This is an optimization exercise on Yosys and OpenROAD, whose aim is small area, a short achievable clock period and few clock cycles per item, not a production implementation.
At most, simulation tests tie the RTL to the original design; equivalence was not proved.
No driver is modelled on the clock port, so clocking that relies on it looks cheaper here than on a real chip.
Power figures rest on the tool's default switching activity, not on a simulated workload.

==> flow/design.v (excerpt) <==
module cnm_top (
    input  logic               clk,
    input  logic               rst,
    input  logic               in_valid,
    input  logic signed [7:0]  rea,
    input  logic signed [7:0]  ima,
    input  logic signed [7:0]  req,
    input  logic signed [7:0]  imq,
    output logic               out_valid,
    output logic signed [15:0] rep,
    output logic signed [15:0] imp
);
clock: 7.0 ns
lec_check: 0
cap_margin: 20
core_margin: 2
core_utilization: 40
setup_slack_margin: 3.0
slew_margin: 20
synth_hierarchical: 1
run.sh (not shown) runs the stock make flow with config.mk's settings and CLKGATE_MAP_FILE= SYNTH_SCRIPT=/design/flow/synth_recipe.tcl, a recipe that flattens the netlist after the stock synthesis.
Edit:
SETUP_SLACK_MARGIN = 3.4   (was 3.0)
What happened: Wire length climbs by 2.6%. Setup slack gets better by 72 ps. Sequential power barely changes. Utilization increases by 0.93 points. Power rose by 3.1%. Design area rose by 2.0%. Global-route usage rose by 0.18 points. Register-to-register slack gains 290 ps.
No functional check of the RTL was part of any run of this note.

== run 1 ==
cnm_top, a different RTL version from the one above (not shown whole).
For scale: ~820 cells after synthesis, ~150 flip-flops, about 68 I/O pins.
Settings: LEC_CHECK=0, CAP_MARGIN=20, CORE_MARGIN=2, CORE_UTILIZATION=40, CTS_BUF_LIST=sky130_fd_sc_hd__clkbuf_4 sky130_fd_sc_hd__clkbuf_8, SETUP_SLACK_MARGIN=4.5, SLEW_MARGIN=20, SYNTH_HIERARCHICAL=1; clock period 7.0 ns.
standard.sh (not shown) runs the stock make flow with config.mk's settings and CLKGATE_MAP_FILE= SYNTH_SCRIPT=/design/flow/synth_recipe.tcl, a recipe that flattens the netlist after the stock synthesis.
==> flow/flow/run.sh <==
#!/bin/bash
# Own layout flow: the standard flow (standard synthesis, same steps and
# settings) with two changes:
#  - the port buffers are the small sky130 buf_1 cell instead of the delay
#    cell buffer_ports picks by default (every input and output port still
#    gets its own buffer; repair may resize them);
#  - clock tree synthesis adds no dummy loads.
set -euo pipefail
export BUFFER_PORTS_ARGS="-buffer_cell sky130_fd_sc_hd__buf_1"
export CTS_ARGS="-sink_clustering_enable -repair_clock_nets -dont_use_dummy_load -buf_list {sky130_fd_sc_hd__clkbuf_4 sky130_fd_sc_hd__clkbuf_8}"
export RECOVER_POWER=100
bash standard.sh > flow_make.log 2>&1
Finished, but not clean: run 1, with capacitance limit, slew limit.
Testbench counts of run 1, summed over its fixed seeds: cycles 16,024, items 16,000.
Input-level comparison between run 2 and run 1:
--- a/flow/flow/run.sh
+++ b/flow/flow/run.sh
@@ -3 +3,4 @@
-# settings) with two changes:
+# settings) with these changes:
+#  - after the floorplan step, combinational cells that synthesis mapped at a
+#    larger drive strength are set back to drive strength 1 (downsize.tcl);
+#    the standard repair steps that follow upsize where timing needs it;
@@ -11 +14,5 @@
-export RECOVER_POWER=100
+bash standard.sh floorplan > flow_make_floorplan.log 2>&1
+RESULTS=orfs/results/$FLOW_PLATFORM/cnm_top/base \
+LIB=$FLOW_HOME/platforms/$FLOW_PLATFORM/lib/sky130_fd_sc_hd__tt_025C_1v80.lib \
+  openroad -no_init -exit flow/downsize.tcl > downsize.log 2>&1
+touch orfs/results/$FLOW_PLATFORM/cnm_top/base/2_floorplan.odb
==> flow/flow/downsize.tcl (new file) <==
# Set every logic cell and register of the synthesized, floorplanned design to
# its drive-strength-1 variant (same function, and the same cell type for
# registers). The flow's later repair steps upsize again where timing needs
# it. Clock, tap and other special cells are left alone.
set results $::env(RESULTS)
read_liberty $::env(LIB)
read_db $results/2_floorplan.odb
set n 0
foreach inst [get_cells *] {
  set ref [get_property $inst ref_name]
  if {![regexp {^(sky130_fd_sc_hd__([a-z0-9]+))_([0-9]+)$} $ref -> base fn drive]} continue
  if {$drive <= 1} continue
  if {[regexp {^(ed|sd|dl|clk|tap|fill|decap|conb|probe|lpflow|bufinv|dly)} $fn]} continue
  set lc [get_lib_cells -quiet ${base}_1]
  if {$lc eq ""} continue
  replace_cell $inst $lc
  incr n
}
puts "downsized $n cells"
write_db $results/2_floorplan.odb
### Flow results
- Run 2 went all the way through synthesis, placement and routing and the layout is clean on timing, DRC and antenna.
- Completing all stages was not enough for run 1: its layout failed the final checks because of capacitance limit, slew limit.
- Diff run 2..run 1 | final wirelength | negligible
- Looking only at via count of the first global-routing pass, and setting everything else aside, the lower value of run 2 and run 1 goes to run 2.
- Compared with run 1, run 2 supports a higher clock frequency.
- On slack of the worst reg-to-reg path: between run 2 and run 1, it ends up lower for run 1.
- Standby leakage power (higher): run 1
For run 3, these inputs were changed with respect to run 2:
--- a/flow/flow/run.sh
+++ b/flow/flow/run.sh
@@ -4 +4 @@
-#  - after the floorplan step, combinational cells that synthesis mapped at a
+#  - after the floorplan step and again after clock tree synthesis, logic cells that synthesis mapped at a
@@ -15,4 +15,7 @@
-RESULTS=orfs/results/$FLOW_PLATFORM/cnm_top/base \
-LIB=$FLOW_HOME/platforms/$FLOW_PLATFORM/lib/sky130_fd_sc_hd__tt_025C_1v80.lib \
-  openroad -no_init -exit flow/downsize.tcl > downsize.log 2>&1
-touch orfs/results/$FLOW_PLATFORM/cnm_top/base/2_floorplan.odb
+R=orfs/results/$FLOW_PLATFORM/cnm_top/base
+export RESULTS=$R LIB=$FLOW_HOME/platforms/$FLOW_PLATFORM/lib/sky130_fd_sc_hd__tt_025C_1v80.lib
+DB=2_floorplan.odb openroad -no_init -exit flow/downsize.tcl > downsize_floorplan.log 2>&1
+touch $R/2_floorplan.odb
+bash standard.sh cts > flow_make_cts.log 2>&1
+DB=4_cts.odb openroad -no_init -exit flow/downsize.tcl > downsize_cts.log 2>&1
+touch $R/4_cts.odb
==> flow/flow/downsize.tcl <==
# Set every combinational cell of the synthesized, floorplanned design to its
# drive-strength-1 variant (same function and footprint family). The flow's
# later repair steps upsize again where timing needs it. Registers, clock and
# tap cells are left alone.
set results $::env(RESULTS)
read_liberty $::env(LIB)
set db $::env(DB)
read_db $results/$db
set n 0
foreach inst [get_cells *] {
  set ref [get_property $inst ref_name]
  if {![regexp {^(sky130_fd_sc_hd__([a-z0-9]+))_([0-9]+)$} $ref -> base fn drive]} continue
  if {$drive <= 1} continue
  if {[regexp {^(df|ed|sd|dl|clk|tap|fill|decap|conb|probe|lpflow|buf|inv|bufinv|dly)} $fn]} continue
  set lc [get_lib_cells -quiet ${base}_1]
  if {$lc eq ""} continue
  replace_cell $inst $lc
  incr n
}
puts "downsized $n cells"
write_db $results/$db
Findings:
- Compared with run 2, in run 3 post-synthesis to final-layout area growth moved down; cell area saw a decrease; count of instances resized after the clock tree is built shows a reduction of 12; DRC violation total after the first TritonRoute iteration dropped 11%; routed wire length has decreased.
- Diff run 3..run 2 | post-layout total power | negligible
For run 4, these inputs were changed with respect to run 3:
==> flow/flow/run.sh <==
#!/bin/bash
# Own layout flow: the standard flow (standard synthesis, same steps and
# settings) with two changes:
#  - the port buffers are the small sky130 buf_1 cell instead of the delay
#    cell buffer_ports picks by default (every input and output port still
#    gets its own buffer; repair may resize them);
#  - clock tree synthesis adds no dummy loads.
set -euo pipefail
export BUFFER_PORTS_ARGS="-buffer_cell sky130_fd_sc_hd__buf_1"
export CTS_ARGS="-sink_clustering_enable -repair_clock_nets -dont_use_dummy_load -buf_list {sky130_fd_sc_hd__clkbuf_4 sky130_fd_sc_hd__clkbuf_8}"
bash standard.sh > flow_make.log 2>&1
--- a/flow/config.mk
+++ b/flow/config.mk
@@ -12 +12 @@
-export SETUP_SLACK_MARGIN = 4.5
+export SETUP_SLACK_MARGIN = 4.3
removed: flow/flow/downsize.tcl
### Flow results
Run 4: no failed stages, no open violations at the end
What run 4 reported for fmax has to be multiplied by 1.06 to get the figure for run 3.
Reg-to-reg setup timing slack: run 4 < run 3
From run 3 to run 4 the numbers moved as follows: TritonCTS sink count closely matched the old numbers, total chip power barely changed.
#### Input delta (run 5 over run 4)
--- a/flow/flow/run.sh
+++ b/flow/flow/run.sh
@@ -3 +3,4 @@
-# settings) with two changes:
+# settings) with these changes:
+#  - after the floorplan step, combinational cells that synthesis mapped at a
+#    larger drive strength are set back to drive strength 1 (downsize.tcl);
+#    the standard repair steps that follow upsize where timing needs it;
@@ -10,0 +14,5 @@
+bash standard.sh floorplan > flow_make_floorplan.log 2>&1
+RESULTS=orfs/results/$FLOW_PLATFORM/cnm_top/base \
+LIB=$FLOW_HOME/platforms/$FLOW_PLATFORM/lib/sky130_fd_sc_hd__tt_025C_1v80.lib \
+  openroad -no_init -exit flow/downsize.tcl > downsize.log 2>&1
+touch orfs/results/$FLOW_PLATFORM/cnm_top/base/2_floorplan.odb
==> flow/flow/downsize.tcl (new file) <==
# Set every combinational cell of the synthesized, floorplanned design to its
# drive-strength-1 variant (same function and footprint family). The flow's
# later repair steps upsize again where timing needs it. Registers, clock and
# tap cells are left alone.
set results $::env(RESULTS)
read_liberty $::env(LIB)
read_db $results/2_floorplan.odb
set n 0
foreach inst [get_cells *] {
  set ref [get_property $inst ref_name]
  if {![regexp {^(sky130_fd_sc_hd__([a-z0-9]+))_([0-9]+)$} $ref -> base fn drive]} continue
  if {$drive <= 1} continue
  if {[regexp {^(df|ed|sd|dl|clk|tap|fill|decap|conb|probe|lpflow|buf|inv|bufinv|dly)} $fn]} continue
  set lc [get_lib_cells -quiet ${base}_1]
  if {$lc eq ""} continue
  replace_cell $inst $lc
  incr n
}
puts "downsized $n cells"
write_db $results/2_floorplan.odb
--- a/flow/config.mk
+++ b/flow/config.mk
@@ -12 +12 @@
-export SETUP_SLACK_MARGIN = 4.3
+export SETUP_SLACK_MARGIN = 4.5
Results
Comparing setup slack after placement for run 5 and run 4, the bigger number came from run 5. Between run 5 and run 4, it is run 5 whose slew at the pin closest to its max-slew limit is lower, by 91 ps. Run 5 and run 4 ended up with roughly the same clock edge transition at the registers on the reported setup and hold paths.

==> port drivers added, routing unchanged <==
No port has a modelled driver above. Below, the same layouts with a new extraction and two added sets of constraints.
Step 1 sets driving cells, clkbuf_16 on the clock port and buf_2 on the other inputs (assumed; they add their load-dependent delay and slew).
Step 2 moves the port delays by t, midway between the first and last clock arrival at a register: inputs arrive t later, outputs are due t later. That takes back most of the time a late clock gives input paths.
Three values: ideal ports, drivers, drivers and shift; two values: the first two.
| run | t, ns | slack for setup (ns) | worst register clock-pin slew, ns | cell pins on the clock port's net |
|---|---|---|---|---|
| the first run of note 1 | 0.404 | 2.975 / 2.929 / 3.209 | 0.07 / 0.07 | 1 |
| the second run of note 1 | 0.404 | 3.048 / 3.001 / 3.406 | 0.07 / 0.07 | 1 |
| run 1 | 0.496 | 3.638 / 3.638 / 3.638 | 0.08 / 0.08 | 1 |
| run 2 | 0.481 | 4.521 / 4.521 / 4.521 | 0.09 / 0.09 | 1 |
| run 3 | 0.472 | 4.567 / 4.567 / 4.567 | 0.09 / 0.09 | 1 |
| run 4 | 0.488 | 4.412 / 4.412 / 4.412 | 0.08 / 0.08 | 1 |
| run 5 | 0.472 | 4.567 / 4.567 / 4.567 | 0.09 / 0.09 | 1 |
